Source: an optimization exercise on an open RTL-to-GDS flow (aim: small area, a short achievable clock period and few clock cycles). Production flows keep margins and buffers that such runs may drop. Where RTL was checked, it was by simulation tests only, not by an equivalence proof against the original.

==> 10-23 <==
Design axi_matrix_accelerator, start of the top module:
module axi_matrix_accelerator #(
    parameter ADDR_W = 32,
    parameter DATA_W = 32
) (
    input  logic clk,
    input  logic rst_n,
    input  logic [ADDR_W-1:0] s_axi_awaddr,
    input  logic        s_axi_awvalid,
    output logic        s_axi_awready,
    input  logic [DATA_W-1:0] s_axi_wdata,
    input  logic        s_axi_wvalid,
    output logic        s_axi_wready,
    output logic        s_axi_bvalid,
    output logic [1:0]  s_axi_bresp,
    input  logic        s_axi_bready,
    input  logic [ADDR_W-1:0] s_axi_araddr,
    input  logic        s_axi_arvalid,
    output logic        s_axi_arready,
    output logic [DATA_W-1:0] s_axi_rdata,
    output logic [1:0]  s_axi_rresp,
    output logic        s_axi_rvalid,
    input  logic        s_axi_rready,
    input  logic [DATA_W-1:0] s_axis_a_tdata,
    input  logic        s_axis_a_tvalid,
    output logic        s_axis_a_tready,
    input  logic        s_axis_a_tlast,
    input  logic [DATA_W-1:0] s_axis_b_tdata,
    input  logic        s_axis_b_tvalid,
    output logic        s_axis_b_tready,
    input  logic        s_axis_b_tlast,
    output logic [DATA_W-1:0] m_axis_c_tdata,
    output logic        m_axis_c_tvalid,
    input  logic        m_axis_c_tready,
    output logic        m_axis_c_tlast
);
==> flow/config.mk <==
export PLATFORM = sky130hd
export DESIGN_NAME = axi_matrix_accelerator
export DESIGN_NICKNAME = axi_matrix_accelerator
export VERILOG_FILES = /design/flow/design.v
export SDC_FILE = /design/flow/constraint.sdc
export NUM_CORES = 4
export LEC_CHECK = 0
export ABC_AREA = 1
export CAP_MARGIN = 20
export CORE_MARGIN = 2
export CORE_UTILIZATION = 45
export CTS_BUF_LIST = sky130_fd_sc_hd__clkbuf_16
export CTS_CLUSTER_DIAMETER = 135
export CTS_CLUSTER_SIZE = 26
export PLACE_DENSITY = 0.8
export SLEW_MARGIN = 20
==> flow/constraint.sdc <==
create_clock -name core_clock -period 11.0 [get_ports {clk}]
set_input_delay 2.2000 -clock core_clock [delete_from_list [all_inputs] [get_ports {clk}]]
set_output_delay 2.2000 -clock core_clock [all_outputs]
set_load 0.01 [all_outputs]
standard.sh (not shown) runs the stock make flow with config.mk's settings and CLKGATE_MAP_FILE= SYNTH_SCRIPT=/design/flow/synth_recipe.tcl, a recipe that flattens the netlist after the stock synthesis.
==> flow/flow/run.sh <==
#!/bin/bash
# The standard layout (the standard.sh), with three changes to how it is made:
#  - after the standard synthesis, flow/fapol.py removes inverters between full
#    adders by choosing for each full adder whether it computes its outputs or
#    their complements (a full adder with all inputs inverted gives both outputs
#    inverted); registers and all other logic are unchanged;
#  - the timing repair steps are asked to leave MARGIN ns of setup slack at
#    the design's clock period (flow/margin.txt);
#  - the port buffers are sky130_fd_sc_hd__buf_2 (ORFS otherwise picks a delay
#    cell); every port still gets its buffer.
# Logs: make_synth.log, fapol.log, make_finish.log here; each step's full log in orfs/logs/.
set -euo pipefail
MARGIN=$(cat flow/margin.txt)
KNOBS=(SETUP_SLACK_MARGIN=$MARGIN "BUFFER_PORTS_ARGS=-buffer_cell sky130_fd_sc_hd__buf_2")
bash standard.sh "${KNOBS[@]}" synth > make_synth.log 2>&1
R=orfs/results/${FLOW_PLATFORM}/axi_matrix_accelerator/base
cp $R/1_2_yosys.v std_1_2_yosys.v
python3 flow/fapol.py std_1_2_yosys.v $R/1_2_yosys.v > fapol.log 2>&1
rm -f $R/1_synth.odb $R/1_synth.sdc
bash standard.sh "${KNOBS[@]}" finish > make_finish.log 2>&1
==> flow/flow/margin.txt <==
7.3
Other scripts of this flow, unchanged in this note and not shown: flow/flow/fapol.py
==> 02-01: changes against 10-23 <==
CORE_UTILIZATION = 55   (was 45)
CTS_CLUSTER_DIAMETER = 120   (was 135)
CTS_CLUSTER_SIZE = 22   (was 26)
==> 05-05: changes against 10-23 <==
ABC_AREA = not set   (was 1)
CTS_CLUSTER_DIAMETER = 120   (was 135)
CTS_CLUSTER_SIZE = 22   (was 26)
PLACE_DENSITY = not set   (was 0.8)
==> 12-02: changes against 10-23 <==
==> flow/flow/margin.txt (replaced) <==
7.6
CTS_CLUSTER_DIAMETER = 120   (was 135)
CTS_CLUSTER_SIZE = 22   (was 26)
==> reports/results.txt <==
status: complete, no violations
Vias per Instance: 5.978
Final Instance Count excl. Fillers: 4840
Post-Place Setup Slack: 6507 ps
That was 02-01.
==> reports/results.txt <==
status: complete, no violations
Vias per Instance: 5.895
Final Instance Count excl. Fillers: 4265
max FFs per register: 256
Detailed Place HPWL: 67490 um
clk sinks: 760
Reg clk slew, reported paths: 90 ps
worst path required time: 11460 ps
That was 05-05.
==> reports/results.txt <==
Vias per Instance: 5.650
status: complete, no violations
Initial Util: 45.49%
Die Wd: 306.1 um
That was 10-23.
==> reports/results.txt <==
status: complete, no violations
Final Max Tran Viols: 0
Syn Std Cell Area: 41080 um^2
Post-Place Setup Slack: 6607 ps
Vias per Instance: 5.700
Hold Worst Slack: 465.0 ps
multi-input gate share of total cell area: 37.08%
most frequent cells in the layout: edfxtp_1 (726), nand2_1 (649), inv_1 (362)
That was 12-02.
Testbench counts of 10-23, summed over its fixed seeds: cycles 9,492.
Testbench counts of 02-01, summed over its fixed seeds: cycles 9,492.
Testbench counts of 05-05, summed over its fixed seeds: cycles 9,492.
Testbench counts of 12-02, summed over its fixed seeds: cycles 9,492.

---

==> trial 45 <==
axi_matrix_accelerator again, from the RTL that the note above started with.
Settings: LEC_CHECK=0, ABC_AREA=1, CAP_MARGIN=20, CORE_MARGIN=2, CORE_UTILIZATION=45, CTS_BUF_LIST=sky130_fd_sc_hd__clkbuf_16, CTS_CLUSTER_DIAMETER=120, CTS_CLUSTER_SIZE=22, SLEW_MARGIN=20; clock period 11.0 ns.
Scripts as last shown in full above: flow/flow/run.sh
Other scripts of this flow, unchanged in this note and not shown: flow/flow/fapol.py, flow/flow/margin.txt
==> build 29 (differences from trial 45) <==
Settings changed: PLACE_DENSITY set to 0.8.
==> run summary <==
- Build 29 finished clean. Trial 45 went through all stages and came out clean.
- In build 29 the critical path depth is lower than in trial 45, by 2.
- Of trial 45 and build 29, trial 45 has the higher utilization (gap 0.46 points).
- In trial 45 the sequential share of layout area is lower than in build 29, by 0.45 points.
- Global-route usage: trial 45 is higher than build 29 (1.1 points).
- Of build 29 and trial 45, build 29 has the higher worst hold slack (gap 0.0010 ns).
Testbench counts of trial 45, summed over its fixed seeds: cycles 9,492.
Testbench counts of build 29, summed over its fixed seeds: cycles 9,492.

---

==> 05-17: inputs <==
axi_matrix_accelerator, a different RTL version from the one above (not shown whole).
Settings: LEC_CHECK=0, CAP_MARGIN=20, CORE_MARGIN=2, CORE_UTILIZATION=45, CTS_BUF_LIST=sky130_fd_sc_hd__clkbuf_16, CTS_CLUSTER_DIAMETER=120, CTS_CLUSTER_SIZE=22, SLEW_MARGIN=20; clock period 11.0 ns.
==> flow/flow/run.sh <==
#!/bin/bash
# The standard layout (the standard.sh, unchanged synthesis), with
#  - the port buffers made of sky130_fd_sc_hd__buf_2 (ORFS otherwise picks a
#    delay cell); every port still gets its buffer.
# make's output goes to make_finish.log; each step's full log stays in orfs/logs/.
set -euo pipefail
MARGIN=$(cat flow/margin.txt)
bash standard.sh SETUP_SLACK_MARGIN=$MARGIN \
    "BUFFER_PORTS_ARGS=-buffer_cell sky130_fd_sc_hd__buf_2" finish > make_finish.log 2>&1
==> flow/flow/margin.txt <==
7.0
==> 07-22: changes against 05-17 <==
--- a/flow/design.v
+++ b/flow/design.v
@@ -1135,33 +1135,23 @@
     input  logic        adv,
     input  logic        v2,       
     input  logic        n2,       
     input  logic        l2,       
     input  logic [31:0] a,
-    input  logic [31:0] b,
+    input  logic [15:0] one,
+    input  logic [15:0] two,
+    input  logic [15:0] neg,
     output logic [31:0] res       
 );
     localparam int NB = 96;    
     logic [NB-1:0] cs, cs_q;
     logic [31:0] acc_cur;
     logic        fresh_q;    
     always_ff @(posedge clk or negedge rst_n) begin
         if (!rst_n) fresh_q <= 1'b1;
         else        fresh_q <= 1'b0;
     end
-    logic [15:0] one, two, neg;
-    always_comb begin
-        for (int r = 0; r < 16; r++) begin
-            logic x2, x1, x0;
-            x2 = b[2*r+1];
-            x1 = b[2*r];
-            x0 = (r == 0) ? 1'b0 : b[2*r-1];
-            one[r] = x1 ^ x0;
-            two[r] = (x2 & ~x1 & ~x0) | (~x2 & x1 & x0);
-            neg[r] = x2 & ~(x1 & x0);
-        end
-    end
     mac u_mul (
         .a    (a),
         .one  (one),
         .two  (two),
         .neg  (neg),
@@ -1214,29 +1204,28 @@
     logic       v1_q, l1_q, t1_q;
     logic       v2_q, l2_q, t2_q;
     logic       ov_q, ol_q, sv_q, sl_q;
     logic [31:0] bstore [8];
     logic [31:0] op_a;
-    logic [31:0] op_b;
+    logic [15:0] one_q, two_q, neg_q;
     logic [31:0] out_q, skid_q;
     wire adv = ~sv_q;
     wire a_hs  = s_axis_a_tvalid & a_rdy_q;
     wire b_hs  = s_axis_b_tvalid & b_rdy_q;
-    logic [2:0] idx_q;
-    logic       bp_q, bs_q;
-    wire       b_ok    = bs_q | (bp_q & b_hs);
+    wire [2:0] idx     = n2 ? {k_q, j_q} : {1'b0, k_q};
+    wire       b_port  = (b_cnt_q == {1'b0, idx});
+    wire       b_ok    = (b_cnt_q > {1'b0, idx}) | (b_port & b_hs);
     wire       a_ok    = a_have_q | a_hs;
     wire       issue   = adv & ~idone_q & a_ok & b_ok;
     wire       j_end   = ~n2 | j_q;
     wire       k_end   = (k_q == klast);
     wire       i_end   = ~m2 | i_q;
     wire pop  = ov_q & m_axis_c_tready;
     assign job_end = pop & ol_q;
     logic       i_d, j_d, idone_d, a_have_d, b_rdy_d, sv_d;
     logic [1:0] k_d;
     logic [3:0] b_cnt_d;
-    wire  [2:0] idx_d = n2 ? {k_d, j_d} : {1'b0, k_d};
     always_comb begin
         i_d = i_q; j_d = j_q; k_d = k_q; idone_d = idone_q;
         a_have_d = a_have_q; b_cnt_d = b_cnt_q;
         if (issue) begin
             if (!j_end)
@@ -1267,30 +1256,41 @@
     always_ff @(posedge clk or negedge rst_n) begin
         if (!rst_n) begin
             i_q <= 1'b0; j_q <= 1'b0; k_q <= 2'd0; idone_q <= 1'b0;
             a_have_q <= 1'b0; b_cnt_q <= 4'd0; b_rdy_q <= 1'b0;
             a_rdy_q <= 1'b1;
-            idx_q <= 3'd0; bp_q <= 1'b1; bs_q <= 1'b0;
         end else begin
             i_q <= i_d; j_q <= j_d; k_q <= k_d; idone_q <= idone_d;
             a_have_q <= a_have_d; b_cnt_q <= b_cnt_d; b_rdy_q <= b_rdy_d;
             a_rdy_q <= ~idone_d & ~a_have_d & ~sv_d;
-            idx_q <= idx_d;
-            bp_q  <= (b_cnt_d == {1'b0, idx_d});
-            bs_q  <= (b_cnt_d > {1'b0, idx_d});
         end
     end
     always_ff @(posedge clk) begin
         if (b_hs)
             bstore[b_cnt_q[2:0]] <= s_axis_b_tdata;
         if (a_hs)
             op_a <= s_axis_a_tdata;
     end
-    wire [31:0] b_op = bp_q ? s_axis_b_tdata : bstore[idx_q];
+    wire [31:0] b_op = b_port ? s_axis_b_tdata : bstore[idx];
+    logic [15:0] one_d, two_d, neg_d;
+    always_comb begin
+        for (int r = 0; r < 16; r++) begin
+            logic x2, x1, x0;
+            x2 = b_op[2*r+1];
+            x1 = b_op[2*r];
+            x0 = (r == 0) ? 1'b0 : b_op[2*r-1];
+            one_d[r] = x1 ^ x0;
+            two_d[r] = (x2 & ~x1 & ~x0) | (~x2 & x1 & x0);
+            neg_d[r] = x2 & ~(x1 & x0);
+        end
+    end
     always_ff @(posedge clk) begin
-        if (adv)
-            op_b <= b_op;
+        if (adv) begin
+            one_q <= one_d;
+            two_q <= two_d;
+            neg_q <= neg_d;
+        end
     end
     always_ff @(posedge clk or negedge rst_n) begin
         if (!rst_n) begin
             v1_q <= 1'b0; l1_q <= 1'b0; t1_q <= 1'b0;
             v2_q <= 1'b0; l2_q <= 1'b0; t2_q <= 1'b0;
@@ -1310,11 +1310,13 @@
         .adv   (adv),
         .v2    (v2_q),
         .n2    (n2),
         .l2    (l2_q),
         .a     (op_a),
-        .b     (op_b),
+        .one   (one_q),
+        .two   (two_q),
+        .neg   (neg_q),
         .res   (res)
     );
     wire push = adv & v2_q & l2_q;
     assign sv_d = sv_q ? ~pop : (push & ov_q & ~pop);
     always_ff @(posedge clk or negedge rst_n) begin
--- a/flow/config.mk
+++ b/flow/config.mk
@@ -5,10 +5,10 @@
 export SDC_FILE = /design/flow/constraint.sdc
 export NUM_CORES = 4
 export LEC_CHECK = 0
 export CAP_MARGIN = 20
 export CORE_MARGIN = 2
-export CORE_UTILIZATION = 45
+export CORE_UTILIZATION = 60
 export CTS_BUF_LIST = sky130_fd_sc_hd__clkbuf_16
 export CTS_CLUSTER_DIAMETER = 120
 export CTS_CLUSTER_SIZE = 22
 export SLEW_MARGIN = 20
==> flow_summary.json <==
{
  "multi_input_cells": 1661,
  "post_cts_buffers": 45,
  "n_all_buffers": 328,
  "grt_max_degree": 80,
  "ys_top_cells_by_area": "edfxtp_1 (53%), fa_1 (11%), a22oi_1 (5.9%), xnor2_1 (4.4%), mux4_2 (3.5%)",
  "use_met1_pct": 36.0,
  "cts.sinks": 796,
  "avgViaCountPerCell": 6.09,
  "dr_wl_met2_mm": 48.3,
  "outcome": "no timing/DRC/antenna violations"
}
-- figures above: 07-22

==> flow_summary.json <==
{
  "post_cts_buffers": 50,
  "ioPinCount": 249,
  "multi_input_cells": 1733,
  "avgViaCountPerCell": 5.63,
  "use_met1_pct": 27.9,
  "final_cell_area_um2": 46600,
  "cts.sinks": 785,
  "grt_max_degree": 79,
  "outcome": "no timing/DRC/antenna violations",
  "ys_top_cells_by_area": "edfxtp_1 (52%), fa_1 (11%), a22oi_1 (5.3%), xnor2_1 (4.2%), mux4_2 (3.5%)",
  "dr_wl_met2_mm": 49.7,
  "fp.dieArea_um2": 93000,
  "die_y_um": 305
}
-- figures above: 05-17

Testbench counts of 07-22, summed over its fixed seeds: cycles 9,492.
Only the layout flow was run in 05-17; the RTL was not checked for function there.

[what the ideal ports hide]
The flow's constraints put no driver on any port. The routed layouts listed below were extracted and timed again, unchanged, in two steps. Step 1 assumes that a clkbuf_16 drives the clock port and a buf_2 every other input. Step 2, shift: input delay + t, output delay - t, t = (earliest + latest rising clock arrival at the registers) / 2. This alone moves slack from input paths to output paths. Slacks: ideal ports / drivers / drivers and shift; pairs: ideal ports / drivers.
run	t, ns	setup WS [ns]	worst setup path at the end	cell pins on the clock port's net
10-23	0.671	7.249 / 7.249 / 6.878	input to register	1
02-01	0.676	7.164 / 7.164 / 6.892	input to register	1
05-05	0.668	7.131 / 7.131 / 6.775	input to register	1
12-02	0.674	7.072 / 7.072 / 7.016	input to register	1
trial 45	0.688	7.248 / 7.248 / 6.922	input to register	1
build 29	0.671	7.285 / 7.285 / 6.896	input to register	1
05-17	0.681	6.871 / 6.871 / 6.271	input to register	1
07-22	0.673	6.899 / 6.899 / 6.453	input to register	1
After both steps every run listed still meets setup and hold. The setup slack of 05-17, which loses most, moves by 0.000 ns with the drivers and by -0.600 ns with both steps.
